From an optimization exercise on the open Yosys and OpenROAD flow, aimed at small area, a short achievable clock period and few clock cycles per item; shortcuts taken in it are not production practice.
Function was checked by simulation only, so behaviour that the tests miss may differ from the original.

==> module ascon_fsm, before the edit <==
module ascon_fsm #(
    parameter int G_ROUNDS = 2
) (
    input  logic       clock,
    input  logic       reset_n,
    input  logic       i_sys_enable,
    input  logic       i_start,
    input  logic       i_data_valid,
    output logic       o_run,            
    output logic       o_run_n,          
    output logic       o_hold,           
    output logic       o_load,           
    output logic [3:0] o_round,          
    output logic       o_xor_data,       
    output logic       o_xor_key_hi,     
    output logic       o_xor_key_lo,     
    output logic       o_xor_lsb,        
    output logic [7:0] o_constant,       
    output logic       o_want,           
    output logic       o_valid_cipher,
    output logic       o_done
);
    logic       running;                 
    logic [2:0] block;                   
    logic       have;                    
    logic       taken;                   
    logic       n_running;
    logic [3:0] n_round;
    logic [2:0] n_block;
    logic       n_want;
    logic       n_have;
    logic       n_taken;
    logic       n_valid;
    logic       n_done;
    logic       last;
    logic       n_last;
    logic       n_final;
    assign last    = (o_round == 4'(12 - G_ROUNDS));
    assign n_last  = (n_round == 4'(12 - G_ROUNDS));
    assign n_final = (n_block == 3'd5);
    logic n_stall;                       
    logic n_absorb;                      
    assign n_stall  = n_running && n_last && !n_final && !n_have;
    assign n_absorb = n_running && n_last && !n_final && n_have;
    logic [3:0] next_round;
    assign next_round = last ? ((block == 3'd4) ? 4'd0 : 4'd6) : (o_round + 4'(G_ROUNDS));
    assign o_constant = o_load ? 8'hF0 : (o_run ? {~next_round, next_round} : 8'h00);
    always_comb begin
        n_running = running;
        n_round   = o_round;
        n_block   = block;
        n_want    = o_want;
        n_have    = have || taken;
        n_taken   = 1'b0;
        n_valid   = 1'b0;
        n_done    = 1'b0;
        if (!i_sys_enable) begin
            n_running = 1'b0;
            n_want    = 1'b0;
            n_have    = 1'b0;
        end
        else if (!running) begin
            if (i_start) begin
                n_running = 1'b1;
                n_round   = 4'd0;
                n_block   = 3'd0;
                n_want    = 1'b1;
                n_have    = 1'b0;
            end
        end
        else begin
            if (o_want && i_data_valid) begin
                n_want  = 1'b0;
                n_taken = 1'b1;
            end
            if (!last) begin
                n_round = o_round + 4'(G_ROUNDS);
            end
            else if (block == 3'd5) begin
                n_running = 1'b0;
                n_done    = 1'b1;
            end
            else if (have) begin
                n_round = (block == 3'd4) ? 4'd0 : 4'd6;
                n_block = block + 3'd1;
                n_have  = 1'b0;
                n_want  = (block != 3'd4);
                n_valid = (block != 3'd0);
            end
        end
    end
    always_ff @(posedge clock or negedge reset_n) begin
        if (!reset_n) begin
            running        <= 1'b0;
            o_round        <= 4'd0;
            block          <= 3'd0;
            o_want         <= 1'b0;
            have           <= 1'b0;
            taken          <= 1'b0;
            o_valid_cipher <= 1'b0;
            o_done         <= 1'b0;
            o_run          <= 1'b0;
            o_run_n        <= 1'b1;
            o_hold         <= 1'b0;
            o_load         <= 1'b1;
            o_xor_data     <= 1'b1;
            o_xor_key_hi   <= 1'b1;
            o_xor_key_lo   <= 1'b0;
            o_xor_lsb      <= 1'b0;
        end
        else begin
            running        <= n_running;
            o_round        <= n_round;
            block          <= n_block;
            o_want         <= n_want;
            have           <= n_have;
            taken          <= n_taken;
            o_valid_cipher <= n_valid;
            o_done         <= n_done;
            o_run          <= n_running && !n_stall;
            o_run_n        <= !n_running || n_stall;
            o_hold         <= n_stall;
            o_load         <= !n_running;
            o_xor_data     <= !n_running || (n_absorb);
            o_xor_key_hi   <= !n_running || (n_absorb && (n_block == 3'd4));
            o_xor_key_lo   <= n_running && n_last && ((n_absorb && (n_block == 3'd0)) || n_final);
            o_xor_lsb      <= n_absorb && (n_block == 3'd1);
        end
    end
endmodule
==> module permutation, before the edit <==
module permutation #(
    parameter int G_ROUNDS = 2
) (
    input  logic [319:0] i_state,
    input  logic [  3:0] i_round,
    input  logic         i_enable,     
    input  logic         i_enable_n,   
    output logic [319:0] o_state
);
    logic [320*(G_ROUNDS+1)-1:0] s;
    assign s[319:0] = i_state;
    for (genvar i = 0; i < G_ROUNDS; i++) begin : g_round
        logic [  3:0] r;
        logic [319:0] added;
        logic [319:0] substituted;
        logic [319:0] gated;
        if ((G_ROUNDS & (G_ROUNDS - 1)) == 0) begin : g_or
            assign r = i_round | 4'(i);
        end
        else begin : g_add
            assign r = i_round + 4'(i);
        end
        if (i == 0) begin : g_no_constant
            assign added = s[320*i+:320];
        end
        else begin : g_constant
            addition_layer addition_layer_i (
                .i_round(r),
                .i_state(s[320*i+:320]),
                .o_state(added)
            );
        end
        substitution_layer substitution_layer_i (
            .i_state(added),
            .o_state(substituted)
        );
        if (i == G_ROUNDS - 1) begin : g_gate
            assign gated = {substituted[319:128] & {192{i_enable}}, substituted[127:0] & ~{128{i_enable_n}}};
        end
        else begin : g_pass
            assign gated = substituted;
        end
        diffusion_layer diffusion_layer_i (
            .i_state(gated),
            .o_state(s[320*(i+1)+:320])
        );
    end
    assign o_state = s[320*G_ROUNDS+:320];
endmodule
==> module ascon, before the edit <==
module ascon
(
    input  logic         clock,
    input  logic         reset_n,
    input  logic         i_sys_enable,
    input  logic         i_start,
    input  logic         i_data_valid,
    input  logic [ 63:0] i_data,
    input  logic [127:0] i_key,
    input  logic [127:0] i_nonce,
    output logic [ 63:0] o_cipher,
    output logic [127:0] o_tag,
    output logic         o_valid_cipher,
    output logic         o_done,
    output logic         o_ready
);
    localparam int K = 1;   
    logic [319:0] state;
    logic [319:0] round_out;
    logic [319:0] mask;
    logic         run;
    logic         run_n;
    logic         hold;
    logic         load;
    logic [  3:0] round;
    logic         xor_data;
    logic         xor_key_hi;
    logic         xor_key_lo;
    logic         xor_lsb;
    logic [  7:0] constant;
    logic         want;
    logic         valid_q;
    logic         done_q;
    permutation #(.G_ROUNDS(K)) permutation_inst (
        .i_state(state),
        .i_round(round),
        .i_enable(run),
        .i_enable_n(run_n),
        .o_state(round_out)
    );
    assign mask = {
        (i_data & {64{xor_data}}) | (state[319:256] & {64{hold}}),
        (i_key & {128{xor_key_hi}}) | (state[255:128] & {128{hold}}),
        (i_key & {128{xor_key_lo}}) | (i_nonce & {128{load}}) | (state[127:0] & {128{hold}})
    } ^ {184'd0, constant, 127'd0, xor_lsb};
    always_ff @(posedge clock) begin
        state <= round_out ^ mask;
    end
    ascon_fsm #(.G_ROUNDS(K)) ascon_fsm_inst (
        .clock         (clock),
        .reset_n       (reset_n),
        .i_sys_enable  (i_sys_enable),
        .i_start       (i_start),
        .i_data_valid  (i_data_valid),
        .o_run         (run),
        .o_run_n       (run_n),
        .o_hold        (hold),
        .o_load        (load),
        .o_round       (round),
        .o_xor_data    (xor_data),
        .o_xor_key_hi  (xor_key_hi),
        .o_xor_key_lo  (xor_key_lo),
        .o_xor_lsb     (xor_lsb),
        .o_constant    (constant),
        .o_want        (want),
        .o_valid_cipher(valid_q),
        .o_done        (done_q)
    );
    assign o_cipher       = state[319:256];
    assign o_tag          = state[127:0];
    assign o_valid_cipher = valid_q;
    assign o_done         = done_q;
    assign o_ready        = want;
endmodule
==> flow/config.mk <==
export PLATFORM = sky130hd
export DESIGN_NAME = ascon
export DESIGN_NICKNAME = ascon
export VERILOG_FILES = /design/flow/design.v
export SDC_FILE = /design/flow/constraint.sdc
export NUM_CORES = 4
export LEC_CHECK = 0
export CAP_MARGIN = 20
export CORE_MARGIN = 2
export CORE_UTILIZATION = 40
export SLEW_MARGIN = 20
export SETUP_SLACK_MARGIN = 6.8
export BUFFER_PORTS_ARGS = -buffer_cell sky130_fd_sc_hd__buf_1
export CTS_ARGS = -sink_clustering_enable -repair_clock_nets -dont_use_dummy_load -sink_clustering_size 16 -sink_clustering_max_diameter 100
export ADDER_MAP_FILE =
==> flow/constraint.sdc <==
create_clock -name core_clock -period 10.0 [get_ports {clock}]
set_input_delay 2.0000 -clock core_clock [delete_from_list [all_inputs] [get_ports {clock}]]
set_output_delay 2.0000 -clock core_clock [all_outputs]
set_load 0.01 [all_outputs]
standard.sh (not shown) runs the stock make flow with config.mk's settings and CLKGATE_MAP_FILE= SYNTH_SCRIPT=/design/flow/synth_recipe.tcl, a recipe that flattens the netlist after the stock synthesis.
==> flow/flow/run.sh <==
#!/bin/bash
# The standard layout (standard.sh) with these changes:
# - synthesis is synth_recipe.tcl with its ABC mapping script replaced by
#   flow/abc_area.script (an area-recovering mapping); everything else in
#   synthesis, the flip-flops included, is as in the standard synthesis,
#   except that no half or full adders are extracted (ADDER_MAP_FILE empty);
# - the port buffers are inserted as the smallest buffer (timing repair
#   upsizes them where needed);
# - clock tree synthesis inserts no dummy loads and uses larger sink clusters.
# Each tool's output goes to standard.log and ORFS's own logs under orfs/logs.
set -e
export MY_ABC_SCRIPT="$PWD/flow/abc_area.script"
{
  echo 'proc abc {args} { set i [lsearch -exact $args -script]; if {$i >= 0} { lset args [expr {$i + 1}] $::env(MY_ABC_SCRIPT) }; yosys abc {*}$args }'
  cat synth_recipe.tcl
} > my_synth.tcl
sed "s#SYNTH_SCRIPT=[^ ]*synth_recipe.tcl#SYNTH_SCRIPT=$PWD/my_synth.tcl#" standard.sh > my_standard.sh
grep -q "my_synth.tcl" my_standard.sh
echo "export SETUP_SLACK_MARGIN = 6.8" >> config.mk
echo "export BUFFER_PORTS_ARGS = -buffer_cell sky130_fd_sc_hd__buf_1" >> config.mk
echo "export CTS_ARGS = -sink_clustering_enable -repair_clock_nets -dont_use_dummy_load -sink_clustering_size 16 -sink_clustering_max_diameter 100" >> config.mk
echo "export ADDER_MAP_FILE =" >> config.mk
bash my_standard.sh > standard.log 2>&1
==> flow/flow/abc_area.script <==
strash
&get -n
&st
&dch
&nf -R 1000
&put
topo
stime -c
Testbench counts at the start, summed over its fixed seeds: cycles 9,416, messages 192.
Then changed:
--- a/flow/design.v
+++ b/flow/design.v
@@ -6,11 +6,10 @@
     input  logic       reset_n,
     input  logic       i_sys_enable,
     input  logic       i_start,
     input  logic       i_data_valid,
     output logic       o_run,            
-    output logic       o_run_n,          
     output logic       o_hold,           
     output logic       o_load,           
     output logic [3:0] o_round,          
     output logic       o_xor_data,       
     output logic       o_xor_key_hi,     
@@ -22,17 +21,15 @@
     output logic       o_done
 );
     logic       running;                 
     logic [2:0] block;                   
     logic       have;                    
-    logic       taken;                   
     logic       n_running;
     logic [3:0] n_round;
     logic [2:0] n_block;
     logic       n_want;
     logic       n_have;
-    logic       n_taken;
     logic       n_valid;
     logic       n_done;
     logic       last;
     logic       n_last;
     logic       n_final;
@@ -49,12 +46,11 @@
     always_comb begin
         n_running = running;
         n_round   = o_round;
         n_block   = block;
         n_want    = o_want;
-        n_have    = have || taken;
-        n_taken   = 1'b0;
+        n_have    = have;
         n_valid   = 1'b0;
         n_done    = 1'b0;
         if (!i_sys_enable) begin
             n_running = 1'b0;
             n_want    = 1'b0;
@@ -69,12 +65,12 @@
                 n_have    = 1'b0;
             end
         end
         else begin
             if (o_want && i_data_valid) begin
-                n_want  = 1'b0;
-                n_taken = 1'b1;
+                n_want = 1'b0;
+                n_have = 1'b1;
             end
             if (!last) begin
                 n_round = o_round + 4'(G_ROUNDS);
             end
             else if (block == 3'd5) begin
@@ -95,15 +91,13 @@
             running        <= 1'b0;
             o_round        <= 4'd0;
             block          <= 3'd0;
             o_want         <= 1'b0;
             have           <= 1'b0;
-            taken          <= 1'b0;
             o_valid_cipher <= 1'b0;
             o_done         <= 1'b0;
             o_run          <= 1'b0;
-            o_run_n        <= 1'b1;
             o_hold         <= 1'b0;
             o_load         <= 1'b1;
             o_xor_data     <= 1'b1;
             o_xor_key_hi   <= 1'b1;
             o_xor_key_lo   <= 1'b0;
@@ -113,15 +107,13 @@
             running        <= n_running;
             o_round        <= n_round;
             block          <= n_block;
             o_want         <= n_want;
             have           <= n_have;
-            taken          <= n_taken;
             o_valid_cipher <= n_valid;
             o_done         <= n_done;
             o_run          <= n_running && !n_stall;
-            o_run_n        <= !n_running || n_stall;
             o_hold         <= n_stall;
             o_load         <= !n_running;
             o_xor_data     <= !n_running || (n_absorb);
             o_xor_key_hi   <= !n_running || (n_absorb && (n_block == 3'd4));
             o_xor_key_lo   <= n_running && n_last && ((n_absorb && (n_block == 3'd0)) || n_final);
@@ -196,11 +188,10 @@
     parameter int G_ROUNDS = 2
 ) (
     input  logic [319:0] i_state,
     input  logic [  3:0] i_round,
     input  logic         i_enable,     
-    input  logic         i_enable_n,   
     output logic [319:0] o_state
 );
     logic [320*(G_ROUNDS+1)-1:0] s;
     assign s[319:0] = i_state;
     for (genvar i = 0; i < G_ROUNDS; i++) begin : g_round
@@ -227,11 +218,11 @@
         substitution_layer substitution_layer_i (
             .i_state(added),
             .o_state(substituted)
         );
         if (i == G_ROUNDS - 1) begin : g_gate
-            assign gated = {substituted[319:128] & {192{i_enable}}, substituted[127:0] & ~{128{i_enable_n}}};
+            assign gated = substituted;
         end
         else begin : g_pass
             assign gated = substituted;
         end
         diffusion_layer diffusion_layer_i (
@@ -261,11 +252,10 @@
     localparam int K = 1;   
     logic [319:0] state;
     logic [319:0] round_out;
     logic [319:0] mask;
     logic         run;
-    logic         run_n;
     logic         hold;
     logic         load;
     logic [  3:0] round;
     logic         xor_data;
     logic         xor_key_hi;
@@ -277,29 +267,27 @@
     logic         done_q;
     permutation #(.G_ROUNDS(K)) permutation_inst (
         .i_state(state),
         .i_round(round),
         .i_enable(run),
-        .i_enable_n(run_n),
         .o_state(round_out)
     );
     assign mask = {
         (i_data & {64{xor_data}}) | (state[319:256] & {64{hold}}),
         (i_key & {128{xor_key_hi}}) | (state[255:128] & {128{hold}}),
         (i_key & {128{xor_key_lo}}) | (i_nonce & {128{load}}) | (state[127:0] & {128{hold}})
     } ^ {184'd0, constant, 127'd0, xor_lsb};
     always_ff @(posedge clock) begin
-        state <= round_out ^ mask;
+        state <= (round_out & {320{run}}) ^ mask;
     end
     ascon_fsm #(.G_ROUNDS(K)) ascon_fsm_inst (
         .clock         (clock),
         .reset_n       (reset_n),
         .i_sys_enable  (i_sys_enable),
         .i_start       (i_start),
         .i_data_valid  (i_data_valid),
         .o_run         (run),
-        .o_run_n       (run_n),
         .o_hold        (hold),
         .o_load        (load),
         .o_round       (round),
         .o_xor_data    (xor_data),
         .o_xor_key_hi  (xor_key_hi),
What happened: Clock skew goes up by 3.5 ps; cell count goes down by 1.5%; wire length goes down by 9.6%; hold slack gains 51 ps; final area is about the same; register-to-register slack gains 40 ps; sequential share of layout area barely changes; flip-flop and latch count goes down by 2; die area is about the same; clock-buffer cell count does not change.
Testbench counts after the change, summed over its fixed seeds: cycles 9,416, messages 192.

[port drivers added, routing unchanged]
In the flow no input, the clock included, has a driving cell. The finished layouts below were timed again as built, in two steps.
Step 1 sets driving cells, clkbuf_16 on the clock port and buf_2 on the other inputs (assumed; they add their load-dependent delay and slew).
Step 2 also shifts input and output timing later by t, the mid clock arrival at the registers, as if the neighbouring blocks saw the same clock.
Three values: ideal ports, drivers, drivers and shift; two values: the first two.
| run | t (ns) | setup slack, ns | hold slack, ns |
|---|---|---|---|
| the first run | 0.662 | 6.694 / 6.710 / 6.048 | 0.543 / 0.543 / 0.543 |
| the second run | 0.664 | 6.500 / 6.548 / 5.884 | 0.593 / 0.593 / 0.593 |
After both steps setup and hold are still met in every run listed. For the first run, which loses most, drivers alone change the setup slack by +0.016 ns; drivers and shift together by -0.646 ns.
